From an optimization exercise on the open Yosys and OpenROAD flow, aimed at small area and a short achievable clock period; shortcuts taken in it are not production practice. Where RTL was checked, it was by simulation tests only, not by an equivalence proof against the original. No functional check of the RTL was part of run 1. Power and IR drop assume default switching activity.

**design/flow/run.sh**
```bash
#!/bin/bash
# synth_recipe.tcl (not shown) runs the flow's synth.tcl, then flattens the netlist and writes it again
# the make line also repeats each setting of config.mk as NAME=value (left out here)
make -C /OpenROAD-flow-scripts/flow DESIGN_CONFIG=/design/flow/config.mk WORK_HOME=/design/flow/orfs CLKGATE_MAP_FILE= SYNTH_SCRIPT=/design/flow/synth_recipe.tcl finish
```
**design/flow/config.mk**
```make
export PLATFORM = sky130hd
export DESIGN_NAME = cam_pixel_labeler
export DESIGN_NICKNAME = cam_pixel_labeler
export VERILOG_FILES = /design/flow/design.v
export SDC_FILE = /design/flow/constraint.sdc
export NUM_CORES = 4
export LEC_CHECK = 0
export CAP_MARGIN = 20
export CORE_MARGIN = 2
export CORE_UTILIZATION = 40
export SLEW_MARGIN = 20
```
**design/flow/constraint.sdc**
```tcl
create_clock -name core_clock -period 150.0 [get_ports {clk}]
set_input_delay 30.0000 -clock core_clock [delete_from_list [all_inputs] [get_ports {clk}]]
set_output_delay 30.0000 -clock core_clock [all_outputs]
set_load 0.01 [all_outputs]
```
**design/flow/design.v**
```verilog
`timescale 1ns / 1ps
module Label_Gen (
    input  logic [15:0] pixel,
    output logic [ 2:0] label_data
);
    logic n20, n21, n22, n23, n24, n25, n26, n27, n28, n29, n30, n31, n32, n33, n34, n35, n36, n37, n38, n39, n40, n41, n42, n43, n44, n45, n46, n47, n48, n49, n50, n51, n52, n53, n54, n55, n56, n57, n58, n59, n60, n61, n62, n63, n64, n65, n66, n67, n68, n69, n70, n71, n72, n73, n74, n76, n77, n78, n79, n80, n81, n82, n83, n84, n85, n86, n87, n88, n89, n90, n91, n92, n93, n94, n95, n96, n97, n98, n99, n100, n101, n102, n103, n104, n105, n106, n107, n108, n109, n110, n111, n112, n113, n114, n115, n116, n117, n118, n119, n120, n121, n122, n123, n124, n125, n126, n127, n128, n129, n130, n131, n132, n133, n134, n135, n136, n137, n138, n139, n140, n141, n142, n143, n144, n145, n146, n147, n148, n149, n150, n151, n152, n153, n154, n155, n156, n157, n158, n159, n160, n161, n162, n163, n164, n165, n166, n167, n168, n169, n170, n171, n172, n173, n174, n175, n176, n177, n178, n179, n180, n181, n182, n183, n184, n185, n186, n187, n188, n189, n190, n191, n192, n193, n194, n195, n196, n197, n198, n199, n200, n201, n202, n203, n204, n205, n206, n207, n209, n210, n211, n212, n213, n214;
    assign n20 = pixel[13] & pixel[12];
    assign n21 = pixel[7] & pixel[6];
    assign n22 = ~pixel[7] & ~pixel[6];
    assign n23 = ~n21 & ~n22;
    assign n24 = ~pixel[2] & pixel[0];
    assign n25 = ~n23 & ~n24;
    assign n26 = pixel[1] & ~n25;
    assign n27 = ~pixel[1] & ~pixel[0];
    assign n28 = pixel[2] & n27;
    assign n29 = ~n26 & ~n28;
    assign n30 = ~n20 & ~n29;
    assign n31 = ~pixel[8] & ~pixel[7];
    assign n32 = ~pixel[13] & ~pixel[12];
    assign n33 = n31 & n32;
    assign n34 = ~n30 & ~n33;
    assign n35 = pixel[5] & ~pixel[0];
    assign n36 = pixel[1] & ~n35;
    assign n37 = ~n27 & ~n36;
    assign n38 = pixel[6] & ~n37;
    assign n39 = pixel[5] & ~pixel[2];
    assign n40 = ~pixel[1] & n39;
    assign n41 = pixel[11] & pixel[5];
    assign n42 = ~pixel[14] & ~n41;
    assign n43 = ~n40 & n42;
    assign n44 = ~n38 & n43;
    assign n45 = ~pixel[7] & ~n44;
    assign n46 = ~pixel[8] & ~pixel[6];
    assign n47 = ~pixel[13] & ~pixel[11];
    assign n48 = ~n46 & ~n47;
    assign n49 = pixel[11] & ~pixel[0];
    assign n50 = ~pixel[2] & ~pixel[0];
    assign n51 = ~n41 & ~n50;
    assign n52 = ~n49 & ~n51;
    assign n53 = ~n48 & ~n52;
    assign n54 = ~pixel[11] & pixel[0];
    assign n55 = ~pixel[12] & pixel[1];
    assign n56 = ~n54 & n55;
    assign n57 = ~pixel[10] & ~n56;
    assign n58 = ~n53 & n57;
    assign n59 = ~n45 & n58;
    assign n60 = ~n34 & n59;
    assign n61 = ~pixel[6] & ~pixel[5];
    assign n62 = pixel[8] & ~n61;
    assign n63 = pixel[7] & n62;
    assign n64 = ~pixel[9] & ~n63;
    assign n65 = ~n60 & n64;
    assign n66 = pixel[2] & pixel[1];
    assign n67 = pixel[0] & n66;
    assign n68 = pixel[3] & n67;
    assign n69 = pixel[11] & n20;
    assign n70 = pixel[14] & n69;
    assign n71 = ~n68 & ~n70;
    assign n72 = ~pixel[15] & n71;
    assign n73 = ~n65 & n72;
    assign n74 = pixel[10] & ~pixel[4];
    assign label_data[2] = n73 & n74;
    assign n76 = ~pixel[9] & ~pixel[8];
    assign n77 = pixel[6] & ~pixel[0];
    assign n78 = n76 & ~n77;
    assign n79 = pixel[3] & ~n78;
    assign n80 = ~pixel[5] & n22;
    assign n81 = pixel[9] & ~n80;
    assign n82 = ~pixel[14] & pixel[1];
    assign n83 = ~n81 & n82;
    assign n84 = ~pixel[2] & ~n83;
    assign n85 = pixel[9] & pixel[7];
    assign n86 = n27 & n85;
    assign n87 = pixel[8] & n21;
    assign n88 = ~n31 & ~n87;
    assign n89 = ~n69 & n88;
    assign n90 = n50 & ~n89;
    assign n91 = ~n86 & ~n90;
    assign n92 = ~n84 & n91;
    assign n93 = ~n79 & ~n92;
    assign n94 = pixel[1] & n54;
    assign n95 = ~pixel[3] & ~n94;
    assign n96 = ~pixel[11] & pixel[6];
    assign n97 = ~pixel[9] & ~n96;
    assign n98 = ~pixel[12] & ~n97;
    assign n99 = ~n95 & n98;
    assign n100 = pixel[14] & pixel[13];
    assign n101 = ~n99 & n100;
    assign n102 = pixel[3] & pixel[2];
    assign n103 = ~n77 & n102;
    assign n104 = ~n31 & ~n103;
    assign n105 = ~pixel[9] & ~n104;
    assign n106 = pixel[8] & n22;
    assign n107 = ~pixel[2] & ~n106;
    assign n108 = pixel[3] & pixel[1];
    assign n109 = ~n107 & n108;
    assign n110 = ~n105 & ~n109;
    assign n111 = ~n101 & n110;
    assign n112 = n31 & n61;
    assign n113 = pixel[9] & pixel[3];
    assign n114 = ~n112 & n113;
    assign n115 = ~n111 & ~n114;
    assign n116 = ~pixel[2] & n27;
    assign n117 = ~pixel[12] & n47;
    assign n118 = ~n116 & ~n117;
    assign n119 = n21 & ~n118;
    assign n120 = pixel[3] & ~n119;
    assign n121 = pixel[8] & n81;
    assign n122 = pixel[6] & pixel[5];
    assign n123 = ~pixel[7] & ~n122;
    assign n124 = pixel[0] & n123;
    assign n125 = n121 & ~n124;
    assign n126 = ~n120 & n125;
    assign n127 = pixel[9] & ~n20;
    assign n128 = ~n121 & ~n127;
    assign n129 = n69 & n123;
    assign n130 = ~pixel[12] & pixel[11];
    assign n131 = n46 & n130;
    assign n132 = ~pixel[14] & ~n31;
    assign n133 = ~n131 & n132;
    assign n134 = ~n129 & n133;
    assign n135 = ~n128 & n134;
    assign n136 = pixel[14] & pixel[12];
    assign n137 = ~n54 & n136;
    assign n138 = pixel[9] & ~n31;
    assign n139 = ~n46 & n138;
    assign n140 = ~n137 & ~n139;
    assign n141 = ~pixel[3] & ~n66;
    assign n142 = ~n140 & n141;
    assign n143 = n32 & n76;
    assign n144 = ~n122 & n143;
    assign n145 = pixel[4] & ~n144;
    assign n146 = ~n142 & n145;
    assign n147 = ~n135 & n146;
    assign n148 = ~n126 & n147;
    assign n149 = ~n115 & n148;
    assign n150 = ~n93 & n149;
    assign n151 = ~n73 & ~n150;
    assign n152 = pixel[8] & pixel[7];
    assign n153 = ~pixel[9] & ~n152;
    assign n154 = pixel[8] & n47;
    assign n155 = n122 & n154;
    assign n156 = pixel[14] & ~n155;
    assign n157 = pixel[2] & ~pixel[1];
    assign n158 = ~n156 & ~n157;
    assign n159 = ~n62 & n130;
    assign n160 = ~n158 & n159;
    assign n161 = ~n32 & n156;
    assign n162 = ~n67 & ~n69;
    assign n163 = n46 & ~n162;
    assign n164 = pixel[8] & ~pixel[2];
    assign n165 = ~pixel[6] & pixel[0];
    assign n166 = n164 & ~n165;
    assign n167 = ~n36 & n166;
    assign n168 = pixel[3] & ~n40;
    assign n169 = ~n167 & n168;
    assign n170 = ~n163 & ~n169;
    assign n171 = ~n161 & n170;
    assign n172 = ~n160 & n171;
    assign n173 = n153 & ~n172;
    assign n174 = pixel[5] & n164;
    assign n175 = ~pixel[4] & n153;
    assign n176 = ~n174 & n175;
    assign n177 = ~pixel[10] & ~n176;
    assign n178 = n31 & ~n122;
    assign n179 = n118 & ~n178;
    assign n180 = ~n71 & ~n179;
    assign n181 = ~n177 & ~n180;
    assign n182 = ~n173 & n181;
    assign n183 = ~n151 & n182;
    assign n184 = ~n67 & n88;
    assign n185 = n47 & ~n184;
    assign n186 = n27 & n69;
    assign n187 = ~pixel[3] & ~n32;
    assign n188 = ~n49 & n55;
    assign n189 = pixel[13] & ~pixel[2];
    assign n190 = ~n188 & n189;
    assign n191 = ~n187 & ~n190;
    assign n192 = ~pixel[3] & ~pixel[2];
    assign n193 = ~n31 & ~n157;
    assign n194 = ~pixel[11] & pixel[7];
    assign n195 = pixel[13] & ~pixel[8];
    assign n196 = ~n194 & n195;
    assign n197 = ~n193 & ~n196;
    assign n198 = ~n192 & ~n197;
    assign n199 = ~n20 & ~n112;
    assign n200 = ~n63 & n199;
    assign n201 = ~n198 & n200;
    assign n202 = ~n191 & ~n201;
    assign n203 = ~n186 & ~n202;
    assign n204 = ~n185 & ~n203;
    assign n205 = ~pixel[14] & ~n204;
    assign n206 = pixel[15] & ~n205;
    assign n207 = pixel[4] & ~n206;
    assign label_data[1] = ~n183 | n207;
    assign n209 = ~n27 & n102;
    assign n210 = pixel[14] & ~pixel[10];
    assign n211 = ~pixel[4] & n210;
    assign n212 = ~n209 & n211;
    assign n213 = ~n121 & n212;
    assign n214 = ~n183 & ~n213;
    assign label_data[0] = n206 & ~n214;
endmodule
`timescale 1ns / 1ps
module cam_pixel_labeler (
    input  logic        clk,
    input  logic        reset,
    input  logic        href,
    input  logic        vsync,
    input  logic [ 7:0] ov7670_data,
    output logic        we,
    output logic [16:0] wAddr,
    output logic [ 2:0] label_data,
    output logic        camera_dp_en,
    output logic        v_finish_camera,
    output logic [ 9:0] x_pixel_camera,
    output logic [ 9:0] y_pixel_camera
);
    logic [9:0] h_counter;
    logic [9:0] v_counter;
    logic       v_sync_flag;
    logic [7:0] hi_byte;
    logic [2:0] label_next;
    assign x_pixel_camera = h_counter[9:1];
    assign y_pixel_camera = v_counter;
    assign camera_dp_en = ~(h_counter[9] & (h_counter[8] | h_counter[7])) &
                          ~(v_counter[9] | v_counter[8] | (&v_counter[7:4]));
    assign wAddr[5:0]  = h_counter[6:1];
    assign wAddr[16:6] = {1'b0, v_counter} + {v_counter[8:0], 2'b00} + h_counter[9:7];
    always_ff @(posedge clk, posedge reset) begin
        if (reset) begin
            h_counter       <= 0;
            v_counter       <= 0;
            we              <= 1'b0;
            v_sync_flag     <= 1'b0;
            v_finish_camera <= 1'b0;
        end else begin
            h_counter       <= href ? h_counter + 1'b1 : 10'd0;
            we              <= href & h_counter[0];
            v_sync_flag     <= vsync;
            v_finish_camera <= vsync & ~v_sync_flag;
            if (vsync) v_counter <= 0;
            else if (h_counter == 639) v_counter <= v_counter + 1'b1;
        end
    end
    always_ff @(posedge clk) begin
        hi_byte    <= ov7670_data;
        label_data <= label_next;
    end
    Label_Gen U_Label_Gen (
        .pixel     ({hi_byte, ov7670_data}),
        .label_data(label_next)
    );
endmodule
```
==> implementation parameters, run 1 <==
Parameter                              Value

Status
  Outcome    finished clean

Synth
  Mapped Cells    329
  Number of warnings printed during yosys synthesis    1
  Top flip-flop cell by instance count after synthesis    dfrtp_1
  Number of register bits inferred by synthesis    34
  Share of async-settable or async-resettable flops after synthesis    67.6%
  Mean instance size in the synthesized netlist    8.47 sq um
  Net count after synthesis    365
  Portion of the post-synthesis area used by sequential elements    28.6%
  Count of flip-flops with a built-in enable after synthesis    0
  Combined area of all synthesized cells    2790 sq um
  Distinct cell type count after synthesis    63

Drt
  DRC Markers    0
  Initial DRC Count    118
  Detailed-route vias per instance    5.55
  WL per Instance    14.8 um
  Count of nets left with antenna violations after detail routing    0
  Iteration count of the initial detailed-routing pass    4
  Sum of routed wire length over all layers    6470 um
  Via count    2430

Critical path
  Critical Path Slowest Stage Cell    clkdlybuf4s50_1
  Number of buffers and inverters on the critical path    1
  Critical Path End Type    output port
  Crit Path Class    reg2out
  Arrival time reported for the critical path endpoint    3.41 ns
  Nature of the critical path startpoint    flip-flop
  CP required    120.00 ns
  Crit-path max cell delay    0.56 ns
  Kind of cell with the highest combined delay on the critical path    adder cells
  Series of cell instances along the critical path    fa_1, ha_1, a21o_1, a21oi_1, o21ai_0, or4_1, and3_1, a211oi_1, clkdlybuf4s50_1
  Peak fanout along the critical path    6

STA
  Timing-limited maximum frequency    29.9 MHz
  Final setup fails    0
  Max-slew violation count    0
  Fin Setup TNS    0 ns
  Number of hold violations in the final report    0
  Slew of the pin with the lowest slew margin    0.883 ns
  Unrepaired setup endpoints after global routing    false
  Shortest period the worst path allows    33.41 ns
  Slew Limit Headroom    41.1%
  Clk_skew    0.00713 ns
  Post-route clock period utilization    22.3%

Die
  Initial core utilization    41.2%
  Area of the die    7650 sq um
  Std cell rows    30
  IO Pins    55
  Core area    6760 sq um
  Die width    87.4 um
  DIE HEIGHT    87.4 um

Placed design
  Post-DP HPWL    4730 um
  # port buffers    53
  Placer congestion estimate    0.850
  Standard cell area after detailed placement    3210 sq um
  Placed insts    430

Layout
  Most frequent cells in the layout    53 x clkdlybuf4s50_1, 26 x nor2_1, 23 x dfrtp_1
  Finished Cell Area    3300 sq um
  # nets final    393
  Most frequent standard cell in the layout excluding fill and tap cells    clkdlybuf4s50_1
  Fraction of final layout cells sized beyond drive strength 1    5.31%
  Number of standard cells in the final layout excluding fillers    438
  Number of diodes    0
  Layout Area Growth over Synthesis    18.6%

Min path
  Min-Delay Path Class    reg2reg

Run
  Count of max-cap constraint violations    0

Clock network
  Clock buffers created by TritonCTS    5
  Hold buffer count at CTS    0
  Clock-pin slew on the worst setup and hold paths    0.07 ns
  Post-CTS Setup Repair Bufs    0
  H-tree levels    2
  Clk latency of the worst-skew pair    0.28 ns
  Number of gates resized after cts    0
  Sink count of the clock tree    34
  Clock Tree Root    clkbuf_8
  Clk buf depth    2
  TritonCTS clock tree    built

Power and ir drop
  Power density over the cells    6.07 nW/um^2
  LEAKAGE    1.44 nW
  Max VDD drop    3.65 uV

Global routing
  Wire length of the first global-routing pass    11300 um
  Number of antenna violations at the first check in global routing    0
  Overflow left after global routing    0
  Vias in the first global route    2286
  Global routing usage summed across all routing layers    18.4%
  Largest net degree at the start of global routing    24
[through the flow]
stage | utilization (%) | setup WS, ns | power (mW) | hold slack [ns]
floorplan | - | 117.42 | 0.0122 | 0.378
CTS | 48.9 | 116.56 | 0.0203 | 0.393
detailed placement | 47.6 | 116.88 | 0.0132 | 0.383
finish | 48.9 | 116.59 | 0.0201 | 0.391
global placement | 47.6 | 116.92 | 0.0133 | 0.379
global route | 48.9 | 116.38 | 0.0212 | 0.405
[layout make-up]
| type | instances | area, sq um |
|---|---|---|
| clock buffers | 7 | 86.3 |
| clock inverters | 1 | 5.00 |
| fillers | 672 | 3450 |
| inverters | 13 | 48.8 |
| multi-input cells | 250 | 1740 |
| flip-flops and latches | 34 | 796 |
| well taps | 80 | 100 |
| repair buffers | 53 | 531 |
[cell usage after synthesis (2+ instances only)]
master | number | area (sq um)
or4_1 | 3 | 22.5
a21oi_1 | 11 | 55.1
ha_1 | 22 | 275
nand2_1 | 22 | 82.6
inv_1 | 13 | 48.8
and4_1 | 2 | 17.5
buf_2 | 9 | 45.0
a211oi_1 | 4 | 30.0
dfrtp_1 | 23 | 576
and2_1 | 11 | 68.8
nand3b_1 | 2 | 15.0
xnor2_1 | 10 | 87.6
nand2b_1 | 7 | 43.8
clkbuf_1 | 5 | 18.8
o21ai_0 | 18 | 90.1
dfxtp_1 | 11 | 220
o211ai_1 | 4 | 30.0
buf_4 | 17 | 128
nor2_1 | 26 | 97.6
fa_1 | 2 | 40.0
nand3_1 | 12 | 60.1
a31o_2 | 2 | 17.5
a31oi_1 | 7 | 43.8
xor2_1 | 12 | 105
nor2b_1 | 13 | 81.3
a211oi_2 | 2 | 25.0
a221oi_1 | 3 | 26.3
nand4_1 | 3 | 18.8
a21boi_0 | 3 | 22.5
or3_1 | 6 | 37.5
nor3_1 | 7 | 35.0
or3b_1 | 2 | 17.5
and3_1 | 5 | 31.3
[path summary, 6_finish.rpt]
path                                   start         endpoint  slack [ns]  cells past startpoint
worst max-delay path            v_counter[0]        wAddr[16]      116.59                      9
worst min-delay path             v_sync_flag  v_finish_camera        0.39                      1
worst max register to register    hi_byte[0]    label_data[1]      147.79                      6
worst min register to register   v_sync_flag  v_finish_camera        0.39                      1
max in group asynchronous              reset     v_counter[9]      119.25                      2
min in group asynchronous              reset     v_counter[4]       30.20                      2
[cells by family after synthesis]
kind of cell	Yosys count	share of synthesized area [%]
mux	1	0.359
simple gates	131	26.0
fa+ha+maj	24	11.3
flops	34	28.6
compound gates	71	17.7
other cells	1	0.135
buf+inv	45	9.03
xor+xnor	22	6.92
[state kept, by name, summed over array words and instances (netlist names)]
| signal | count |
|---|---|
| v_counter | 10 |
| we | 1 |
| hi_byte | 8 |
| label_data | 3 |
| v_sync_flag | 1 |
| h_counter | 10 |
| v_finish_camera | 1 |
[power breakdown]
group	leakage [nW]	total [mW]	internal (mW)	switching, mW
clock	0.0482	0.00698	0.00370	0.00328
sequential	0.407	0.00986	0.00939	0.000470
combinational	0.986	0.00321	0.00147	0.00173
total	1.44	0.0201	0.0146	0.00548
[per-layer routing]
layer / track usage, % / up-vias / wire length [um] / share of wire, %
li1: - / 1207 / - / -
met1: 26.8 / 1141 / 3090 / 48
met2: 28.6 / 74 / 2920 / 45
met3: 2.84 / 8 / 369 / 5.7
met4: 4.34 / 0 / 82 / 1.3
met5: 0 / - / 0 / 0
==> run 2: changes to the inputs <==
--- a/design/flow/design.v
+++ b/design/flow/design.v
@@ -222,10 +222,38 @@
     logic [7:0] hi_byte;
     logic [2:0] label_next;
+    logic [9:0] h_next, v_next;
+    logic [9:0] h_carry, v_carry;
+    logic       line_end;
+    logic [10:0] addr_hi, addr_sum;
+    logic [11:0] addr_carry;
     assign x_pixel_camera = h_counter[9:1];
     assign y_pixel_camera = v_counter;
     assign camera_dp_en = ~(h_counter[9] & (h_counter[8] | h_counter[7])) &
                           ~(v_counter[9] | v_counter[8] | (&v_counter[7:4]));
+    logic [10:0] op_a, op_b, cs_sum, cs_carry;
+    assign op_a = {1'b0, v_counter};
+    assign op_b = {v_counter[8:0], h_counter[8:7]};
+    assign cs_sum   = op_a ^ op_b ^ {8'd0, h_counter[9], 2'b00};
+    assign cs_carry = (op_a & op_b) | ((op_a ^ op_b) & {8'd0, h_counter[9], 2'b00});
+    assign addr_hi  = cs_sum;
+    assign addr_carry[0] = 1'b0;
+    for (genvar i = 0; i < 11; i++) begin : g_addr
+        logic y;
+        if (i == 0) assign y = 1'b0;
+        else        assign y = cs_carry[i-1];
+        assign addr_sum[i]     = addr_hi[i] ^ y ^ addr_carry[i];
+        assign addr_carry[i+1] = (addr_hi[i] & y) | (addr_carry[i] & (addr_hi[i] ^ y));
+    end
     assign wAddr[5:0]  = h_counter[6:1];
-    assign wAddr[16:6] = {1'b0, v_counter} + {v_counter[8:0], 2'b00} + h_counter[9:7];
+    assign wAddr[16:6] = addr_sum;
+    assign h_carry[0] = 1'b1;
+    assign v_carry[0] = line_end;
+    for (genvar i = 1; i < 10; i++) begin : g_carry
+        assign h_carry[i] = h_carry[i-1] & h_counter[i-1];
+        assign v_carry[i] = v_carry[i-1] & v_counter[i-1];
+    end
+    assign line_end = (h_counter == 10'd639);
+    assign h_next = {10{href}} & (h_counter ^ h_carry);
+    assign v_next = {10{~vsync}} & (v_counter ^ v_carry);
     always_ff @(posedge clk, posedge reset) begin
         if (reset) begin
@@ -236,10 +264,9 @@
             v_finish_camera <= 1'b0;
         end else begin
-            h_counter       <= href ? h_counter + 1'b1 : 10'd0;
+            h_counter       <= h_next;
+            v_counter       <= v_next;
             we              <= href & h_counter[0];
             v_sync_flag     <= vsync;
             v_finish_camera <= vsync & ~v_sync_flag;
-            if (vsync) v_counter <= 0;
-            else if (h_counter == 639) v_counter <= v_counter + 1'b1;
         end
     end
==> design/flow/flow/run.sh (new file) <==
#!/bin/bash
# Layout flow: the standard synthesis, then the combinational logic between the
# registers is re-synthesised for area with ABC (registers, their names and cell types
# untouched, equivalence checked), then the standard layout from that netlist, with
# the port buffers made from the smallest buffer cell.
set -euo pipefail
WORK=$PWD
FLOW=$WORK/flow
RES=$WORK/orfs/results/$FLOW_PLATFORM/cam_pixel_labeler/base
YOSYS=$(command -v yosys || echo "$FLOW_HOME/../tools/install/yosys/bin/yosys")
export LIBERTY=$FLOW_HOME/platforms/sky130hd/lib/sky130_fd_sc_hd__tt_025C_1v80.lib
export FLOWDIR=$FLOW

bash standard.sh synth > 1_standard_synth.log 2>&1
cp "$RES/1_2_yosys.v" std_synth.v

NET=std_synth.v
if "$YOSYS" -c "$FLOW/reopt.tcl" > 2_reopt.log 2>&1 && [[ -s reopt.v ]]; then
  if "$YOSYS" -c "$FLOW/equiv.tcl" > 3_equiv.log 2>&1; then
    NET=reopt.v
  fi
fi
echo "netlist used: $NET" > netlist_choice.txt

bash standard.sh clean_synth > 4_clean_synth.log 2>&1
bash standard.sh "SYNTH_NETLIST_FILES=$WORK/$NET" \
  "BUFFER_PORTS_ARGS=-buffer_cell sky130_fd_sc_hd__buf_1" finish > 5_layout.log 2>&1
==> design/flow/flow/area.abc (new file) <==
strash
&get -n
&deepsyn -T 20 -S 1
&put
dch -f
amap
topo
==> design/flow/flow/equiv.tcl (new file) <==
yosys -import
read_liberty -ignore_miss_func $::env(LIBERTY)
read_verilog std_synth.v
rename cam_pixel_labeler gold
read_verilog reopt.v
rename cam_pixel_labeler gate
flatten gold gate
opt_clean
async2sync
equiv_make gold gate eq
hierarchy -top eq
equiv_simple -seq 2
equiv_induct
equiv_status -assert
==> design/flow/flow/reopt.tcl (new file) <==
yosys -import
set lib $::env(LIBERTY)
set flow $::env(FLOWDIR)
read_liberty -ignore_miss_func $lib
read_verilog std_synth.v
hierarchy -top cam_pixel_labeler
# registers and tie cells stay as they are; everything else becomes plain gates
setattr -mod -set keep_hierarchy 1 sky130_fd_sc_hd__df*
setattr -mod -set keep_hierarchy 1 sky130_fd_sc_hd__conb_1
flatten
opt_clean
abc -script $flow/area.abc -liberty $lib -dont_use sky130_fd_sc_hd__lpflow_bleeder_1 -dont_use sky130_fd_sc_hd__lpflow_clkbufkapwr_1 -dont_use sky130_fd_sc_hd__lpflow_clkbufkapwr_16 -dont_use sky130_fd_sc_hd__lpflow_clkbufkapwr_2 -dont_use sky130_fd_sc_hd__lpflow_clkbufkapwr_4 -dont_use sky130_fd_sc_hd__lpflow_clkbufkapwr_8 -dont_use sky130_fd_sc_hd__lpflow_clkinvkapwr_1 -dont_use sky130_fd_sc_hd__lpflow_clkinvkapwr_16 -dont_use sky130_fd_sc_hd__lpflow_clkinvkapwr_2 -dont_use sky130_fd_sc_hd__lpflow_clkinvkapwr_4 -dont_use sky130_fd_sc_hd__lpflow_clkinvkapwr_8 -dont_use sky130_fd_sc_hd__lpflow_decapkapwr_12 -dont_use sky130_fd_sc_hd__lpflow_decapkapwr_3 -dont_use sky130_fd_sc_hd__lpflow_decapkapwr_4 -dont_use sky130_fd_sc_hd__lpflow_decapkapwr_6 -dont_use sky130_fd_sc_hd__lpflow_decapkapwr_8 -dont_use sky130_fd_sc_hd__lpflow_inputiso0n_1 -dont_use sky130_fd_sc_hd__lpflow_inputiso0p_1 -dont_use sky130_fd_sc_hd__lpflow_inputiso1n_1 -dont_use sky130_fd_sc_hd__lpflow_inputiso1p_1 -dont_use sky130_fd_sc_hd__lpflow_inputisolatch_1 -dont_use sky130_fd_sc_hd__lpflow_isobufsrc_1 -dont_use sky130_fd_sc_hd__lpflow_isobufsrc_16 -dont_use sky130_fd_sc_hd__lpflow_isobufsrc_2 -dont_use sky130_fd_sc_hd__lpflow_isobufsrc_4 -dont_use sky130_fd_sc_hd__lpflow_isobufsrc_8 -dont_use sky130_fd_sc_hd__lpflow_isobufsrckapwr_16 -dont_use sky130_fd_sc_hd__lpflow_lsbuf_lh_hl_isowell_tap_1 -dont_use sky130_fd_sc_hd__lpflow_lsbuf_lh_hl_isowell_tap_2 -dont_use sky130_fd_sc_hd__lpflow_lsbuf_lh_hl_isowell_tap_4 -dont_use sky130_fd_sc_hd__lpflow_lsbuf_lh_isowell_4 -dont_use sky130_fd_sc_hd__lpflow_lsbuf_lh_isowell_tap_1 -dont_use sky130_fd_sc_hd__lpflow_lsbuf_lh_isowell_tap_2 -dont_use sky130_fd_sc_hd__lpflow_lsbuf_lh_isowell_tap_4 -dont_use sky130_fd_sc_hd__probe_p_8 -dont_use sky130_fd_sc_hd__probec_p_8 
opt_clean -purge
hilomap -singleton -hicell sky130_fd_sc_hd__conb_1 HI -locell sky130_fd_sc_hd__conb_1 LO
select cam_pixel_labeler
write_verilog -noattr -selected reopt.v
==> design/flow/standard.sh (new file) <==
#!/bin/bash
# synth_recipe.tcl (not shown) runs the flow's synth.tcl, then flattens the netlist and writes it again
# the make line also repeats each setting of config.mk as NAME=value (left out here)
make -C /OpenROAD-flow-scripts/flow DESIGN_CONFIG=/design/flow/config.mk WORK_HOME=/design/flow/orfs CLKGATE_MAP_FILE= SYNTH_SCRIPT=/design/flow/synth_recipe.tcl "${@:-finish}"
removed: design/flow/run.sh
==> implementation parameters, run 2 <==
Parameter                              Value

Die
  Std cell rows    28 (-6.7%)
  DIE HEIGHT    82.3 um (-5.8%)
  IO Pins    55 (unchanged)
  Die width    82.3 um (-5.8%)
  Area of the die    6780 sq um (-11%)
  Core area    5920 sq um (-12%)
  Initial core utilization    41.5% (+0.24 points)

Synth
  Combined area of all synthesized cells    2450 sq um (-12%)
  Mapped Cells    269 (-18%)
  Mean instance size in the synthesized netlist    9.13 sq um (+7.8%)
  Number of warnings printed during yosys synthesis    0 (-1)
  Net count after synthesis    319 (-13%)

Placed design
  Worst slack after detailed placement    115.76 ns (-1.12 ns)
  # port buffers    53 (unchanged)
  Post-DP HPWL    3970 um (-16%)
  Placer congestion estimate    0.905 (+6.4%)
  Standard cell area after detailed placement    2630 sq um (-18%)
  Placed insts    377 (-12%)

Min path
  Min-Delay Path Class    reg2reg

Layout
  Layout Area Growth over Synthesis    12.5%
  Final core utilization    46.7% (-2.2 points)
  Multi-input gate area in the final layout    1430 sq um (-18%)
  Area occupied by registers    796 sq um (unchanged)
  Number of diodes    0 (unchanged)
  Finished Cell Area    2760 sq um (-16%)
  # nets final    359 (-8.7%)
  Count of filler cells inserted in the layout    591 (-12%)
  Fraction of final layout cells sized beyond drive strength 1    4.52% (-0.79 points)
  Most frequent standard cell in the layout excluding fill and tap cells    buf_1
  Most frequent cells in the layout    53 x buf_1, 29 x ha_1, 24 x inv_1
  Registers with the most flip-flops    h_counter: 10 flops, v_counter: 10 flops, hi_byte: 8 flops
  Number of standard cells in the final layout excluding fillers    385 (-12%)

STA
  Slew of the pin with the lowest slew margin    0.848 ns (-0.0343 ns)
  Slew Limit Headroom    43.4% (+2.3 points)
  Max-slew violation count    0 (unchanged)
  Clk_skew    0.0114 ns (+0.00427 ns)
  Fin Setup TNS    0 ns (unchanged)
  Post-route clock period utilization    23.0% (+0.74 points)
  Shortest period the worst path allows    34.52 ns (+1.11 ns)
  Unrepaired setup endpoints after global routing    false
  Number of hold violations in the final report    0 (unchanged)
  Worst hold margin    0.400 ns (+0.00844 ns)
  Timing-limited maximum frequency    29.0 MHz (-3.2%)
  Final setup fails    0 (unchanged)
  Worst setup margin    115.48 ns (-1.11 ns)

Global routing
  Met1 GRT Util    23.5% (-3.3 points)
  Met3 demand-to-capacity share in global routing    4.02% (+1.2 points)
  Largest net degree at the start of global routing    24 (unchanged)
  Wire length of the first global-routing pass    9380 um (-17%)
  Overflow left after global routing    0 (unchanged)
  Met2 capacity usage during global routing    28.4% (-0.19 points)
  Global routing usage summed across all routing layers    17.9% (-0.53 points)
  GRT Max-Usage Layer    met2
  Number of antenna violations at the first check in global routing    0 (unchanged)
  Vias in the first global route    2034 (-11%)

Drt
  Initial DRC Count    186 (+58%)
  Via count    2080 (-14%)
  Count of nets left with antenna violations after detail routing    0 (unchanged)
  Detailed-route vias per instance    5.40 (-2.6%)
  Iteration count of the initial detailed-routing pass    4 (unchanged)
  WL per Instance    14.3 um (-3.0%)
  Sum of routed wire length over all layers    5520 um (-15%)
  DRC Markers    0 (unchanged)

Power and ir drop
  Power density over the cells    8.23 nW/um^2 (+36%)
  LEAKAGE    1.31 nW (-8.9%)
  Final total power    0.0227 mW (+13%)
  Max VDD drop    4.05 uV (+11%)

Clock network
  Clock Tree Root    clkbuf_8
  Clk latency of the worst-skew pair    0.30 ns (+0.02 ns)
  H-tree levels    2 (unchanged)
  Number of gates resized after cts    0 (unchanged)
  Clock buffers created by TritonCTS    5 (unchanged)
  Hold buffer count at CTS    0 (unchanged)
  TritonCTS clock tree    built
  Sink count of the clock tree    34 (unchanged)
  Post-CTS Setup Repair Bufs    0 (unchanged)
  Clock-pin slew on the worst setup and hold paths    0.07 ns (about the same)
  Clk buf depth    2 (unchanged)

Critical path
  Peak fanout along the critical path    5 (-1)
  Crit Path Class    reg2out
  Critical Path End Type    output port
  Nature of the critical path startpoint    flip-flop
  Arrival time reported for the critical path endpoint    4.52 ns (+1.11 ns)
  CP required    120.00 ns (about the same)

Run
  Count of max-cap constraint violations    0 (unchanged)

Status
  Outcome    finished clean
## run 2: worst paths after layout
check / to / slack, ns / startpoint / cells past startpoint
min: v_finish_camera / 0.40 / v_sync_flag / 1
max reg2reg: v_counter[8] / 147.24 / h_counter[1] / 13
max: wAddr[16] / 115.48 / h_counter[9] / 13
max in group asynchronous: v_counter[3] / 119.63 / reset / 2
min in group asynchronous: v_counter[4] / 29.85 / reset / 2
min reg2reg: v_finish_camera / 0.40 / v_sync_flag / 1
## run 2: metal layers
layer / up-vias / wire length (um)
li1: 1004 / -
met1: 966 / 2420
met2: 102 / 2570
met3: 8 / 454
met4: 0 / 79
met5: - / 0
## run 2: report_power, final
| part | internal [mW] | switching (mW) | leakage [nW] |
|---|---|---|---|
| Sequential | 0.00939 | 0.000386 | 0.407 |
| Combinational | 0.000919 | 0.00171 | 0.837 |
| Clock | 0.00666 | 0.00367 | 0.0683 |
| Total | 0.0170 | 0.00576 | 1.31 |
## run 2: layout make-up
cell class / count / share of cell area (%)
clock buffers: 5 / 2.49
well taps: 75 / 3.40
repair buffers: 53 / 7.20
flip-flops and latches: 34 / 28.8
multi-input cells: 187 / 51.8
clock inverters: 3 / 2.49
inverters: 28 / 3.80
## run 2: worst max-delay path, stage by stage, from the launching register on
cell	delay, ns
dfrtp_1	0.45
fa_1	0.58
fa_1	0.19
fa_1	0.17
inv_1	0.05
fa_1	0.37
fa_1	0.40
fa_1	0.39
fa_1	0.39
fa_1	0.40
fa_1	0.38
xor2_1	0.17
xnor2_1	0.13
buf_1	0.16
==> run 3: changes to the inputs <==
==> design/flow/flow/equiv.tcl (replaced) <==
yosys -import
read_liberty -ignore_miss_func $::env(LIBERTY)
read_verilog std_synth.v
yosys rename cam_pixel_labeler gold
read_verilog reopt.v
yosys rename cam_pixel_labeler gate
flatten gold gate
opt_clean
async2sync
equiv_make gold gate eq
hierarchy -top eq
equiv_simple -seq 2
equiv_induct
equiv_status -assert
==> implementation parameters, run 3 <==
Parameter                              Value

STA
  Max-slew violation count    0 (unchanged)
  Slew of the pin with the lowest slew margin    0.821 ns (-0.0269 ns)
  Fin Setup TNS    0 ns (unchanged)
  Slew Limit Headroom    44.9% (+1.5 points)
  Post-route clock period utilization    22.7% (-0.28 points)
  Worst setup margin    115.91 ns (+0.426 ns)
  Unrepaired setup endpoints after global routing    false
  Shortest period the worst path allows    34.10 ns (-0.426 ns)
  Clk_skew    0.0109 ns (-0.000499 ns)
  Final setup fails    0 (unchanged)
  Worst hold margin    0.381 ns (-0.0189 ns)
  Timing-limited maximum frequency    29.3 MHz (+1.3%)
  Number of hold violations in the final report    0 (unchanged)

Clock network
  Clock buffers created by TritonCTS    5 (unchanged)
  Clock Tree Root    clkbuf_8
  H-tree levels    2 (unchanged)
  TritonCTS clock tree    built
  Clk buf depth    2 (unchanged)
  Sink count of the clock tree    34 (unchanged)
  Hold buffer count at CTS    0 (unchanged)
  Post-CTS Setup Repair Bufs    0 (unchanged)
  Number of gates resized after cts    0 (unchanged)
  Clock-pin slew on the worst setup and hold paths    0.08 ns (about the same)
  Clk latency of the worst-skew pair    0.29 ns (about the same)

Power and ir drop
  Part of the power in combinational logic    13.5% (+1.9 points)
  Power density over the cells    7.71 nW/um^2 (-6.3%)
  Sw Share    27.8% (+2.4 points)
  Max VDD drop    5.55 uV (+37%)
  Internal Dissipation    0.0139 mW (-18%)
  Clock network fraction of design power    36.5% (-9.0 points)
  Sw power    0.00535 mW (-7.2%)
  Final total power    0.0193 mW (-15%)
  Proportion of power drawn by flip-flops and latches    50.0% (+7.0 points)
  LEAKAGE    0.931 nW (-29%)

Die
  Core area    5110 sq um (-14%)
  IO Pins    55 (unchanged)
  Std cell rows    26 (-7.1%)
  Area of the die    5900 sq um (-13%)
  DIE HEIGHT    76.8 um (-6.7%)
  Die width    76.8 um (-6.7%)
  Initial core utilization    41.5% (+0.086 points)

Min path
  Min-Delay Path Class    reg2reg
  Hold Crit Depth    1 (unchanged)

Global routing
  Vias in the first global route    2147 (+5.6%)
  Global routing usage summed across all routing layers    20.0% (+2.2 points)
  Number of antenna violations at the first check in global routing    0 (unchanged)
  Wire length of the first global-routing pass    9700 um (+3.4%)
  Overflow left after global routing    0 (unchanged)
  Largest net degree at the start of global routing    24 (unchanged)

Layout
  Most frequent standard cell in the layout excluding fill and tap cells    nor2_1
  Most frequent cells in the layout    67 x nor2_1, 53 x buf_1, 42 x clkinv_1
  Registers with the most flip-flops    h_counter: 10 flops, v_counter: 10 flops, hi_byte: 8 flops
  Layout Area Growth over Synthesis    17.8%
  Fraction of final layout cells sized beyond drive strength 1    1.91% (-2.6 points)
  # nets final    377 (+5.0%)
  Number of diodes    0 (unchanged)
  Number of standard cells in the final layout excluding fillers    436 (+13%)

Synth
  Combined area of all synthesized cells    2120 sq um (-14%)
  Number of warnings printed during yosys synthesis    0 (unchanged)
  Mapped Cells    305 (+13%)
  Net count after synthesis    317 (-0.63%)
  Mean instance size in the synthesized netlist    6.96 sq um (-24%)

Placed design
  Post-DP HPWL    4350 um (+9.7%)
  # port buffers    53 (unchanged)
  Worst slack after detailed placement    116.23 ns (+0.472 ns)
  Placed insts    428 (+14%)
  Placer congestion estimate    0.997 (+10%)

Critical path
  Number of buffers and inverters on the critical path    5 (+3)
  Critical Path Slowest Stage Cell    dfrtp_1
  CP required    120.00 ns (about the same)
  Crit-path max cell delay    0.37 ns (-0.21 ns)
  Critical Path End Type    output port
  Kind of cell with the highest combined delay on the critical path    simple AND/OR/NAND/NOR gates
  Crit Path Class    reg2out
  Arrival time reported for the critical path endpoint    4.09 ns (-0.43 ns)
  Peak fanout along the critical path    5 (unchanged)
  Most common cell type on the critical path    nand2_1
  Logic depth of the worst path, buffers included    26 (+13)
  Nature of the critical path startpoint    flip-flop
  Length in cells of the worst reg-to-reg path    12 (-1)

Drt
  Iteration count of the initial detailed-routing pass    4 (unchanged)
  WL per Instance    13.0 um (-9.2%)
  Sum of routed wire length over all layers    5670 um (+2.8%)
  Initial DRC Count    165 (-11%)
  Via count    2350 (+13%)
  Detailed-route vias per instance    5.39 (-0.23%)
  Count of nets left with antenna violations after detail routing    0 (unchanged)
  DRC Markers    0 (unchanged)

Run
  Count of max-cap constraint violations    0 (unchanged)

Status
  Outcome    finished clean
[run 3: per-layer routing]
layer  track usage [%]  wire [um]
met1              26.0       2580
met2              32.7       2670
met4              7.82        114
met3              4.12        309
met5                 0          0
[run 3: final timing paths]
check / slack (ns) / start / to
max in group asynchronous: 119.86 / reset / v_counter[7]
hold reg to reg: 0.38 / v_sync_flag / v_finish_camera
setup reg to reg: 147.25 / hi_byte[3] / label_data[1]
hold / removal: 0.38 / v_sync_flag / v_finish_camera
setup / recovery: 115.91 / v_counter[0] / wAddr[16]
min in group asynchronous: 29.74 / reset / v_finish_camera
[run 3: final cells by class]
cell class / instances / area [sq um]
multi-input combinational: 229 / 1170
sequential: 34 / 796
fill: 537 / 2610
inverter: 42 / 158
clock inverter: 1 / 5.00
tap: 70 / 87.6
timing repair buffer: 53 / 199
clock buffer: 7 / 86.3
[run 3: per-stage QoR]
step	cell area, sq um	utilization (%)
detailed placement	2410	47.2
global route	2500	48.9
global placement	2410	47.2
finish	2500	48.9
floorplan	2120	-
CTS	2500	48.9
[run 3: power by group through the flow]
stage	sequential (mW)	clock, mW	combinational (mW)
global placement	0.00983	0	0.00259
finish	0.00964	0.00704	0.00259
CTS	0.00963	0.00730	0.00255
global route	0.00967	0.00771	0.00291
floorplan	0.00984	0	0.00159
detailed placement	0.00982	0	0.00252
==> run 4: changes to the inputs <==
==> design/flow/flow/area.abc (replaced) <==
strash
&get -n
&deepsyn -T 20 -S 1
&dch -f
&nf -a -R 1000
&put
topo
--- a/design/flow/config.mk
+++ b/design/flow/config.mk
@@ -9,3 +9,4 @@
 export CORE_MARGIN = 2
 export CORE_UTILIZATION = 40
+export CTS_BUF_LIST = sky130_fd_sc_hd__clkbuf_4
 export SLEW_MARGIN = 20
==> implementation parameters, run 4 <==
Parameter                              Value

Drt
  Sum of routed wire length over all layers    5330 um (-6.0%)
  DRC Markers    0 (unchanged)
  Iteration count of the initial detailed-routing pass    5 (+1)
  Detailed-route vias per instance    5.71 (+6.0%)
  Initial DRC Count    195 (+18%)
  Count of nets left with antenna violations after detail routing    0 (unchanged)
  Via count    2280 (-3.0%)
  WL per Instance    13.4 um (+2.7%)

Critical path
  Peak fanout along the critical path    11 (+6)
  Slack of the worst reg-to-reg path    147.20 ns (-0.05 ns)
  R2R Path End    v_counter[9]
  Nature of the critical path startpoint    flip-flop
  Crit Path Class    reg2out
  Length in cells of the worst reg-to-reg path    9 (-3)
  CP Capture Point    wAddr[16]
  CP required    120.00 ns (about the same)
  Arrival time reported for the critical path endpoint    4.54 ns (+0.45 ns)
  Source of the worst register-to-register timing path    h_counter[0]
  Critical Path End Type    output port
  Critical Path Source    v_counter[1]

Synth
  Combined area of all synthesized cells    2110 sq um (-0.41%)
  Mean instance size in the synthesized netlist    7.89 sq um (+13%)
  Net count after synthesis    280 (-12%)
  Mapped Cells    268 (-12%)
  Number of warnings printed during yosys synthesis    0 (unchanged)

Clock network
  Clk buf depth    2 (unchanged)
  Hold buffer count at CTS    0 (unchanged)
  Clock-pin slew on the worst setup and hold paths    0.12 ns (+0.04 ns)
  Clock Tree Root    clkbuf_4
  TritonCTS clock tree    built
  Number of gates resized after cts    0 (unchanged)
  Clk latency of the worst-skew pair    0.34 ns (+0.05 ns)
  Post-CTS Setup Repair Bufs    0 (unchanged)
  Clock buffers created by TritonCTS    5 (unchanged)
  H-tree levels    2 (unchanged)
  Sink count of the clock tree    34 (unchanged)

Layout
  # nets final    340 (-9.8%)
  Registers with the most flip-flops    h_counter: 10 flops, v_counter: 10 flops, hi_byte: 8 flops
  Finished Cell Area    2510 sq um (+0.25%)
  Most frequent standard cell in the layout excluding fill and tap cells    buf_1
  Fraction of final layout cells sized beyond drive strength 1    2.43% (+0.52 points)
  Number of diodes    0 (unchanged)
  Most frequent cells in the layout    53 x buf_1, 32 x nor2_1, 30 x a21oi_1
  Layout Area Growth over Synthesis    18.6%

STA
  Worst setup margin    115.46 ns (-0.449 ns)
  Final setup fails    0 (unchanged)
  Max-slew violation count    0 (unchanged)
  Slew of the pin with the lowest slew margin    0.821 ns (-0.000420 ns)
  Shortest period the worst path allows    34.54 ns (+0.449 ns)
  Slew Limit Headroom    44.9% (about the same)
  Timing-limited maximum frequency    28.9 MHz (-1.3%)
  Post-route clock period utilization    23.0% (+0.30 points)
  Number of hold violations in the final report    0 (unchanged)
  Fin Setup TNS    0 ns (unchanged)
  Unrepaired setup endpoints after global routing    false
  Clk_skew    0.0146 ns (+0.00365 ns)

Global routing
  Overflow left after global routing    0 (unchanged)
  Largest net degree at the start of global routing    24 (unchanged)
  Vias in the first global route    1962 (-8.6%)
  Wire length of the first global-routing pass    8830 um (-9.0%)
  Number of antenna violations at the first check in global routing    0 (unchanged)
  Global routing usage summed across all routing layers    18.2% (-1.8 points)

Min path
  Min-Delay Path Class    reg2reg

Placed design
  Placer congestion estimate    0.943 (-5.5%)
  Standard cell area after detailed placement    2400 sq um (-0.36%)
  # port buffers    53 (unchanged)
  Worst slack after detailed placement    115.91 ns (-0.320 ns)
  Post-DP HPWL    3810 um (-13%)

Die
  Core area    5110 sq um (unchanged)
  DIE HEIGHT    76.7 um (-0.20%)
  Std cell rows    26 (unchanged)
  IO Pins    55 (unchanged)
  Initial core utilization    41.4% (-0.17 points)
  Area of the die    5880 sq um (-0.39%)
  Die width    76.7 um (-0.20%)

Power and ir drop
  Part of the power in combinational logic    11.3% (-2.2 points)
  Sw power    0.00516 mW (-3.6%)
  Sw Share    25.1% (-2.7 points)
  Max VDD drop    5.43 uV (-2.1%)
  Internal Dissipation    0.0154 mW (+11%)
  Proportion of power drawn by flip-flops and latches    47.3% (-2.7 points)
  Power density over the cells    8.21 nW/um^2 (+6.5%)
  Clock network fraction of design power    41.4% (+4.9 points)
  LEAKAGE    0.998 nW (+7.2%)

Status
  Outcome    finished clean

Run
  Count of max-cap constraint violations    0 (unchanged)
run 4: worst min path at each step:
stage | from | end | slack, ns | cells after the start
3_5_place_dp | v_sync_flag | v_finish_camera | 0.39 | 1
3_3_place_gp | v_sync_flag | v_finish_camera | 0.38 | 1
4_1_cts | v_sync_flag | v_finish_camera | 0.40 | 1
6_report | v_sync_flag | v_finish_camera | 0.40 | 1
2_1_floorplan | v_sync_flag | v_finish_camera | 0.38 | 1
5_1_grt | v_sync_flag | v_finish_camera | 0.42 | 1
run 4: layout make-up:
class,instances,area [sq um]
Clock buffer,5,37.5
Clock inverter,3,68.8
Fill cell,534,2600
Inverter,7,26.3
Multi-Input combinational cell,227,1290
Sequential cell,34,796
Tap cell,70,87.6
Timing Repair Buffer,53,199
run 4: power groups by stage:
stage / clock network, mW / logic, mW / registers, mW
2_1_floorplan: 0 / 0.00137 / 0.00989
3_3_place_gp: 0 / 0.00231 / 0.00991
3_5_place_dp: 0 / 0.00228 / 0.00990
4_1_cts: 0.00883 / 0.00229 / 0.00972
5_1_grt: 0.00917 / 0.00260 / 0.00977
6_report: 0.00851 / 0.00232 / 0.00973
run 4: worst max-delay path, stage by stage (launching register included):
cell      delay [ns]
dfrtp_1         0.52
and2_0          0.23
nor2_1          0.08
a21oi_1         0.23
nor2b_1         0.34
a21o_1          0.14
nand3_1         0.11
nand2_1         0.10
xor2_1          0.20
o21ai_0         0.14
maj3_1          0.38
a21oi_1         0.21
nor2_1          0.10
o21ai_0         0.37
and3_1          0.25
a21oi_1         0.07
mux2i_1         0.18
a21oi_1         0.06
o311ai_0        0.29
buf_1           0.19
run 4: metrics by stage:
stage                     total power [mW]  std cells  hold WS [ns]  util, %
after floorplan                     0.0113        268         0.378        -
after global placement              0.0122        391         0.382     47.0
after detailed placement            0.0122        391         0.387     47.0
after CTS                           0.0208        399         0.399     49.1
after global routing                0.0215        399         0.417     49.1
final                               0.0206        399         0.401     49.1
run 4: metal layers:
layer | wire [um] | vias up | track usage (%)
li1 | - | 1118 | -
met1 | 2380 | 1041 | 24.2
met2 | 2460 | 107 | 28.6
met3 | 375 | 14 | 3.53
met4 | 119 | 0 | 8.36
met5 | 0 | - | 0
==> run 5: changes to the inputs <==
==> design/flow/flow/area.abc (replaced) <==
strash
&get -n
&deepsyn -T 20 -S 1
&put
dch -f
amap
topo
--- a/design/flow/flow/reopt.tcl
+++ b/design/flow/flow/reopt.tcl
@@ -8,4 +8,6 @@
 setattr -mod -set keep_hierarchy 1 sky130_fd_sc_hd__df*
 setattr -mod -set keep_hierarchy 1 sky130_fd_sc_hd__conb_1
+# full-adder cells from the adder mapping are kept too
+setattr -mod -set keep_hierarchy 1 sky130_fd_sc_hd__fa_*
 flatten
 opt_clean
--- a/design/flow/config.mk
+++ b/design/flow/config.mk
@@ -9,4 +9,3 @@
 export CORE_MARGIN = 2
 export CORE_UTILIZATION = 40
-export CTS_BUF_LIST = sky130_fd_sc_hd__clkbuf_4
 export SLEW_MARGIN = 20
==> implementation parameters, run 5 <==
Parameter                              Value

Die
  Core area    5040 sq um (-1.3%)
  Die width    75.9 um (-0.98%)
  Area of the die    5770 sq um (-2.0%)
  Initial core utilization    41.0% (-0.33 points)
  IO Pins    55 (unchanged)
  Std cell rows    26 (unchanged)
  DIE HEIGHT    75.9 um (-0.98%)

Placed design
  Standard cell area after detailed placement    2360 sq um (-1.8%)
  Placer congestion estimate    0.924 (-1.9%)
  # port buffers    53 (unchanged)
  Post-DP HPWL    3990 um (+4.8%)
  Worst slack after detailed placement    115.69 ns (-0.216 ns)

Status
  Outcome    finished clean

Min path
  Hold Crit Depth    1 (unchanged)
  Min-Delay Path Class    reg2reg
  Worst Hold End    v_finish_camera
  Worst min-delay path startpoint    v_sync_flag

Power and ir drop
  Max VDD drop    4.74 uV (-13%)
  Clock network fraction of design power    40.0% (-1.4 points)
  Part of the power in combinational logic    11.9% (+0.6 points)
  Sw Share    24.7% (-0.35 points)
  Proportion of power drawn by flip-flops and latches    48.1% (+0.8 points)
  LEAKAGE    0.905 nW (-9.4%)
  Power density over the cells    8.14 nW/um^2 (-0.84%)
  Internal Dissipation    0.0151 mW (-2.1%)
  Sw power    0.00495 mW (-3.9%)

Layout
  Finished Cell Area    2460 sq um (-1.7%)
  Registers with the most flip-flops    h_counter: 10 flops, v_counter: 10 flops, hi_byte: 8 flops
  Most frequent cells in the layout    55 x nor2_1, 53 x buf_1, 38 x clkinv_1
  Number of diodes    0 (unchanged)
  Area occupied by registers    796 sq um (unchanged)
  Layout Area Growth over Synthesis    19.0%
  Count of filler cells inserted in the layout    516 (-3.4%)
  Fraction of final layout cells sized beyond drive strength 1    1.82% (-0.61 points)
  Most frequent standard cell in the layout excluding fill and tap cells    nor2_1
  Multi-input gate area in the final layout    1130 sq um (-12%)
  # nets final    350 (+2.9%)

Critical path
  Peak fanout along the critical path    7 (-4)
  CP required    120.00 ns (about the same)
  Critical Path Source    v_counter[0]
  Arrival time reported for the critical path endpoint    4.61 ns (+0.07 ns)
  Number of buffers and inverters on the critical path    2 (+1)
  Slack of the worst reg-to-reg path    146.76 ns (-0.44 ns)
  Critical Path Slowest Stage Cell    fa_1
  R2R Path End    v_counter[9]
  Length in cells of the worst reg-to-reg path    16 (+7)
  Most common cell type on the critical path    fa_1
  Nature of the critical path startpoint    flip-flop
  Kind of cell with the highest combined delay on the critical path    adder cells
  Crit-path max cell delay    0.57 ns (+0.05 ns)
  Source of the worst register-to-register timing path    h_counter[0]
  Critical Path End Type    output port
  Series of cell instances along the critical path    fa_1, fa_1, fa_1, clkinv_1, fa_1, fa_1, fa_1, fa_1, fa_1, fa_1, a21oi_1, nor2_1, a21oi_1, buf_1
  Crit Path Class    reg2out

Drt
  WL per Instance    12.7 um (-5.2%)
  Sum of routed wire length over all layers    5070 um (-5.0%)
  Detailed-route vias per instance    5.29 (-7.5%)
  Initial DRC Count    122 (-37%)
  DRC Markers    0 (unchanged)
  Count of nets left with antenna violations after detail routing    0 (unchanged)
  Via count    2114 (-7.3%)
  Iteration count of the initial detailed-routing pass    5 (unchanged)

STA
  Max-slew violation count    0 (unchanged)
  Number of hold violations in the final report    0 (unchanged)
  Clk_skew    0.00528 ns (-0.00927 ns)
  Fin Setup TNS    0 ns (unchanged)
  Shortest period the worst path allows    34.61 ns (+0.0630 ns)
  Timing-limited maximum frequency    28.9 MHz (-0.18%)
  Slew of the pin with the lowest slew margin    0.809 ns (-0.0123 ns)
  Unrepaired setup endpoints after global routing    false
  Worst hold margin    0.395 ns (-0.00554 ns)
  Worst setup margin    115.39 ns (-0.0630 ns)
  Slew Limit Headroom    45.8% (+0.83 points)
  Final setup fails    0 (unchanged)
  Post-route clock period utilization    23.1% (+0.042 points)

Synth
  Mean instance size in the synthesized netlist    7.69 sq um (-2.4%)
  Number of warnings printed during yosys synthesis    0 (unchanged)
  Combined area of all synthesized cells    2070 sq um (-2.1%)
  Mapped Cells    269 (+0.37%)
  Net count after synthesis    290 (+3.6%)

Run
  Count of max-cap constraint violations    0 (unchanged)

Clock network
  Clk latency of the worst-skew pair    0.28 ns (-0.06 ns)
  TritonCTS clock tree    built
  Post-CTS Setup Repair Bufs    0 (unchanged)
  Clk buf depth    2 (unchanged)
  Hold buffer count at CTS    0 (unchanged)
  H-tree levels    2 (unchanged)
  Number of gates resized after cts    0 (unchanged)
  Sink count of the clock tree    34 (unchanged)
  Clock Tree Root    clkbuf_8
  Clock buffers created by TritonCTS    5 (unchanged)
  Clock-pin slew on the worst setup and hold paths    0.07 ns (-0.05 ns)

Global routing
  Wire length of the first global-routing pass    8720 um (-1.3%)
  Overflow left after global routing    0 (unchanged)
  Number of antenna violations at the first check in global routing    0 (unchanged)
  Global routing usage summed across all routing layers    18.5% (+0.29 points)
  Largest net degree at the start of global routing    24 (unchanged)
  Vias in the first global route    1932 (-1.5%)
[run 5: how the worst max path moves through the flow]
| stage | endpoint | slack [ns] | depth (start not counted) |
|---|---|---|---|
| global placement | wAddr[16] | 115.76 | 14 |
| detailed placement | wAddr[16] | 115.69 | 14 |
| global route | wAddr[16] | 115.15 | 14 |
| CTS | wAddr[16] | 115.38 | 14 |
| floorplan | wAddr[16] | 115.88 | 13 |
| finish | wAddr[16] | 115.39 | 14 |
[run 5: final cells by class]
| class | instances | area share [%] |
|---|---|---|
| multi-input cells | 197 | 45.9 |
| flip-flops and latches | 34 | 32.3 |
| repair buffers | 53 | 8.08 |
| inverters | 38 | 5.79 |
| well taps | 70 | 3.56 |
| clock buffers | 7 | 3.10 |
| clock inverters | 1 | 1.22 |
[run 5: power groups by stage]
| stage | combinational, mW | clock, mW | sequential [mW] |
|---|---|---|---|
| after global placement | 0.00241 | 0 | 0.00981 |
| after floorplan | 0.00147 | 0 | 0.00981 |
| after global routing | 0.00265 | 0.00885 | 0.00966 |
| final | 0.00238 | 0.00802 | 0.00963 |
| after CTS | 0.00234 | 0.00833 | 0.00962 |
| after detailed placement | 0.00233 | 0 | 0.00980 |
[run 5: metal layers]
metal  vias to the layer above  wire length [um]  global-route usage [%]
met5                         -                 0                       0
met4                         0               225                    9.45
met3                        28               330                    3.45
met2                       106              2340                    30.3
met1                       926              2170                    23.4
li1                       1054                 -                       -
[run 5: metrics by stage]
stage / instances / power [mW] / util, %
after global routing: 400 / 0.0212 / 48.8
final: 400 / 0.0200 / 48.8
after floorplan: 269 / 0.0113 / -
after global placement: 392 / 0.0122 / 46.7
after detailed placement: 392 / 0.0121 / 46.7
after CTS: 400 / 0.0203 / 48.8
==> run 6: changes to the inputs <==
--- a/design/flow/flow/run.sh
+++ b/design/flow/flow/run.sh
@@ -3,5 +3,5 @@
 # registers is re-synthesised for area with ABC (registers, their names and cell types
 # untouched, equivalence checked), then the standard layout from that netlist, with
-# the port buffers made from the smallest buffer cell.
+# the port buffers made from the smallest buffer cell and a small clock tree.
 set -euo pipefail
 WORK=$PWD
@@ -25,3 +25,5 @@
 bash standard.sh clean_synth > 4_clean_synth.log 2>&1
 bash standard.sh "SYNTH_NETLIST_FILES=$WORK/$NET" \
-  "BUFFER_PORTS_ARGS=-buffer_cell sky130_fd_sc_hd__buf_1" finish > 5_layout.log 2>&1
+  "BUFFER_PORTS_ARGS=-buffer_cell sky130_fd_sc_hd__buf_1" \
+  "CTS_ARGS=-repair_clock_nets -dont_use_dummy_load -buf_list sky130_fd_sc_hd__clkbuf_16 -root_buf sky130_fd_sc_hd__clkbuf_16" \
+  finish > 5_layout.log 2>&1
==> implementation parameters, run 6 <==
Parameter                              Value

Power and ir drop
  Max VDD drop    3.96 uV (-17%)
  LEAKAGE    0.914 nW (+1.0%)
  Final total power    0.0211 mW (+5.2%)
  Sw power    0.00510 mW (+2.9%)
  Internal Dissipation    0.0160 mW (+5.9%)
  Sw Share    24.2% (-0.54 points)
  Proportion of power drawn by flip-flops and latches    45.8% (-2.3 points)
  Power density over the cells    8.49 nW/um^2 (+4.4%)
  Part of the power in combinational logic    11.3% (-0.6 points)
  Clock network fraction of design power    42.8% (+2.8 points)

Clock network
  Clk latency of the worst-skew pair    0.27 ns (about the same)
  Clk buf depth    2 (unchanged)
  Hold buffer count at CTS    0 (unchanged)
  Sink count of the clock tree    34 (unchanged)
  H-tree levels    2 (unchanged)
  Post-CTS Setup Repair Bufs    0 (unchanged)
  Clock-pin slew on the worst setup and hold paths    0.05 ns (-0.02 ns)
  TritonCTS clock tree    built
  Clock Tree Root    clkbuf_16
  Number of gates resized after cts    0 (unchanged)
  Clock buffers created by TritonCTS    5 (unchanged)

Layout
  Number of standard cells in the final layout excluding fillers    397 (-0.75%)
  Finished Cell Area    2480 sq um (+0.76%)
  Count of filler cells inserted in the layout    512 (-0.78%)
  Number of diodes    0 (unchanged)
  Most frequent cells in the layout    55 x nor2_1, 53 x buf_1, 38 x clkinv_1
  Registers with the most flip-flops    h_counter: 10 flops, v_counter: 10 flops, hi_byte: 8 flops
  Most frequent standard cell in the layout excluding fill and tap cells    nor2_1
  Fraction of final layout cells sized beyond drive strength 1    1.53% (-0.29 points)
  # nets final    350 (unchanged)
  Layout Area Growth over Synthesis    19.9%

Drt
  Via count    2109 (-0.24%)
  Count of nets left with antenna violations after detail routing    0 (unchanged)
  DRC Markers    0 (unchanged)
  Detailed-route vias per instance    5.31 (+0.52%)
  WL per Instance    12.8 um (+1.2%)
  Iteration count of the initial detailed-routing pass    6 (+1)
  Initial DRC Count    119 (-2.5%)
  Sum of routed wire length over all layers    5090 um (+0.47%)

Placed design
  Worst slack after detailed placement    115.69 ns (unchanged)
  Placer congestion estimate    0.924 (unchanged)
  # port buffers    53 (unchanged)
  Standard cell area after detailed placement    2360 sq um (unchanged)
  Post-DP HPWL    3990 um (unchanged)
  Placed insts    392 (unchanged)

STA
  Slew of the pin with the lowest slew margin    0.816 ns (+0.00712 ns)
  Slew Limit Headroom    45.3% (-0.48 points)
  Number of hold violations in the final report    0 (unchanged)
  Worst setup margin    115.41 ns (+0.0210 ns)
  Unrepaired setup endpoints after global routing    false
  Final setup fails    0 (unchanged)
  Shortest period the worst path allows    34.59 ns (-0.0210 ns)
  Timing-limited maximum frequency    28.9 MHz (about the same)
  Max-slew violation count    0 (unchanged)
  Post-route clock period utilization    23.1% (about the same)
  Clk_skew    0.00991 ns (+0.00463 ns)
  Fin Setup TNS    0 ns (unchanged)

Die
  DIE HEIGHT    75.9 um (unchanged)
  Initial core utilization    41.0% (unchanged)
  Std cell rows    26 (unchanged)
  Core area    5040 sq um (unchanged)
  Die width    75.9 um (unchanged)
  Area of the die    5770 sq um (unchanged)
  IO Pins    55 (unchanged)

Critical path
  Arrival time reported for the critical path endpoint    4.59 ns (-0.02 ns)
  Critical Path End Type    output port
  Peak fanout along the critical path    7 (unchanged)
  Nature of the critical path startpoint    flip-flop
  CP required    120.00 ns (about the same)
  Crit Path Class    reg2out

Global routing
  Number of antenna violations at the first check in global routing    0 (unchanged)
  Vias in the first global route    1921 (-0.57%)
  Wire length of the first global-routing pass    8670 um (-0.55%)
  Largest net degree at the start of global routing    24 (unchanged)
  Overflow left after global routing    0 (unchanged)
  Global routing usage summed across all routing layers    18.4% (-0.051 points)

Synth
  Mapped Cells    269 (unchanged)
  Combined area of all synthesized cells    2070 sq um (unchanged)
  Net count after synthesis    290 (unchanged)
  Number of warnings printed during yosys synthesis    0 (unchanged)
  Mean instance size in the synthesized netlist    7.69 sq um (unchanged)

Run
  Count of max-cap constraint violations    0 (unchanged)

Status
  Outcome    finished clean

Min path
  Min-Delay Path Class    reg2reg
run 6: changes by cell type in the layout (fill, tap and decap cells not counted):
cell / change
bufinv_16: -1
clkbuf_8: -5
clkbuf_1: -2
clkbuf_16: +5
run 6: through the flow:
step / util (%) / hold slack [ns]
2_1_floorplan: - / 0.373
3_3_place_gp: 46.7 / 0.394
3_5_place_dp: 46.7 / 0.391
4_1_cts: 49.2 / 0.397
5_1_grt: 49.2 / 0.412
6_report: 49.2 / 0.392
run 6: power groups by stage:
stage               Combinational, mW  Clock (mW)  Sequential, mW
finish                        0.00239     0.00903         0.00965
global route                  0.00265     0.00981         0.00968
CTS                           0.00234     0.00922         0.00965
detailed placement            0.00233           0         0.00980
global placement              0.00241           0         0.00981
floorplan                     0.00147           0         0.00981
run 6: worst max-delay path: stages (launching register included):
cell,delay [ns]
dfrtp_1,0.46
fa_1,0.57
fa_1,0.20
fa_1,0.17
clkinv_1,0.07
fa_1,0.38
fa_1,0.39
fa_1,0.39
fa_1,0.39
fa_1,0.39
fa_1,0.39
a21oi_1,0.19
nor2_1,0.06
a21oi_1,0.11
buf_1,0.16
run 6: routing by layer:
layer,wire length [um],track usage (%),share of wire [%],up-vias
met5,0,0,0,-
met4,193,9.45,3.8,0
met3,329,3.81,6.5,23
met2,2370,30.3,47,104
met1,2200,23.0,43,930
li1,-,-,-,1052
run 6: path summary, 6_finish.rpt:
| kind | from | endpoint | slack (ns) | depth (start not counted) |
|---|---|---|---|---|
| worst max-delay path | v_counter[0] | wAddr[16] | 115.41 | 14 |
| worst min-delay path | v_sync_flag | v_finish_camera | 0.39 | 1 |
| worst max register to register | h_counter[0] | v_counter[9] | 146.77 | 16 |
| worst min register to register | v_sync_flag | v_finish_camera | 0.39 | 1 |
| max in group asynchronous | reset | v_counter[8] | 119.84 | 2 |
| min in group asynchronous | reset | h_counter[5] | 29.76 | 2 |
run 6: layout make-up:
| cell class | instances | area (sq um) | share of cell area, % |
|---|---|---|---|
| Clock buffer | 5 | 125 | 5.04 |
| Inverter | 38 | 143 | 5.75 |
| Multi-Input combinational cell | 197 | 1130 | 45.6 |
| Sequential cell | 34 | 796 | 32.1 |
| Tap cell | 70 | 87.6 | 3.53 |
| Timing Repair Buffer | 53 | 199 | 8.02 |

## static timing again, ports no longer ideal
In the flow no input, the clock included, has a driving cell. The finished layouts below were timed again as built, in two steps.
Step 1: set_driving_cell puts a clkbuf_16 on clk and a buf_2 on each other input, an assumption about the parent block.
Step 2, shift: input delay + t, output delay - t, t = (earliest + latest rising clock arrival at the registers) / 2. This alone moves slack from input paths to output paths.
a / b / c = no drivers / after step 1 / after step 2; a / b = the first two.
| run | t (ns) | setup slack, ns | hold slack, ns |
|---|---|---|---|
| run 1 | 0.309 | 116.590 / 116.560 / 116.869 | 0.391 / 0.391 / 0.391 |
| run 2 | 0.318 | 115.479 / 115.451 / 115.769 | 0.400 / 0.400 / 0.400 |
| run 3 | 0.312 | 115.905 / 115.875 / 116.187 | 0.381 / 0.381 / 0.381 |
| run 4 | 0.360 | 115.456 / 115.432 / 115.792 | 0.401 / 0.401 / 0.401 |
| run 5 | 0.304 | 115.393 / 115.366 / 115.670 | 0.395 / 0.395 / 0.395 |
| run 6 | 0.296 | 115.414 / 115.383 / 115.679 | 0.392 / 0.392 / 0.392 |
After both steps every run listed still meets setup and hold.
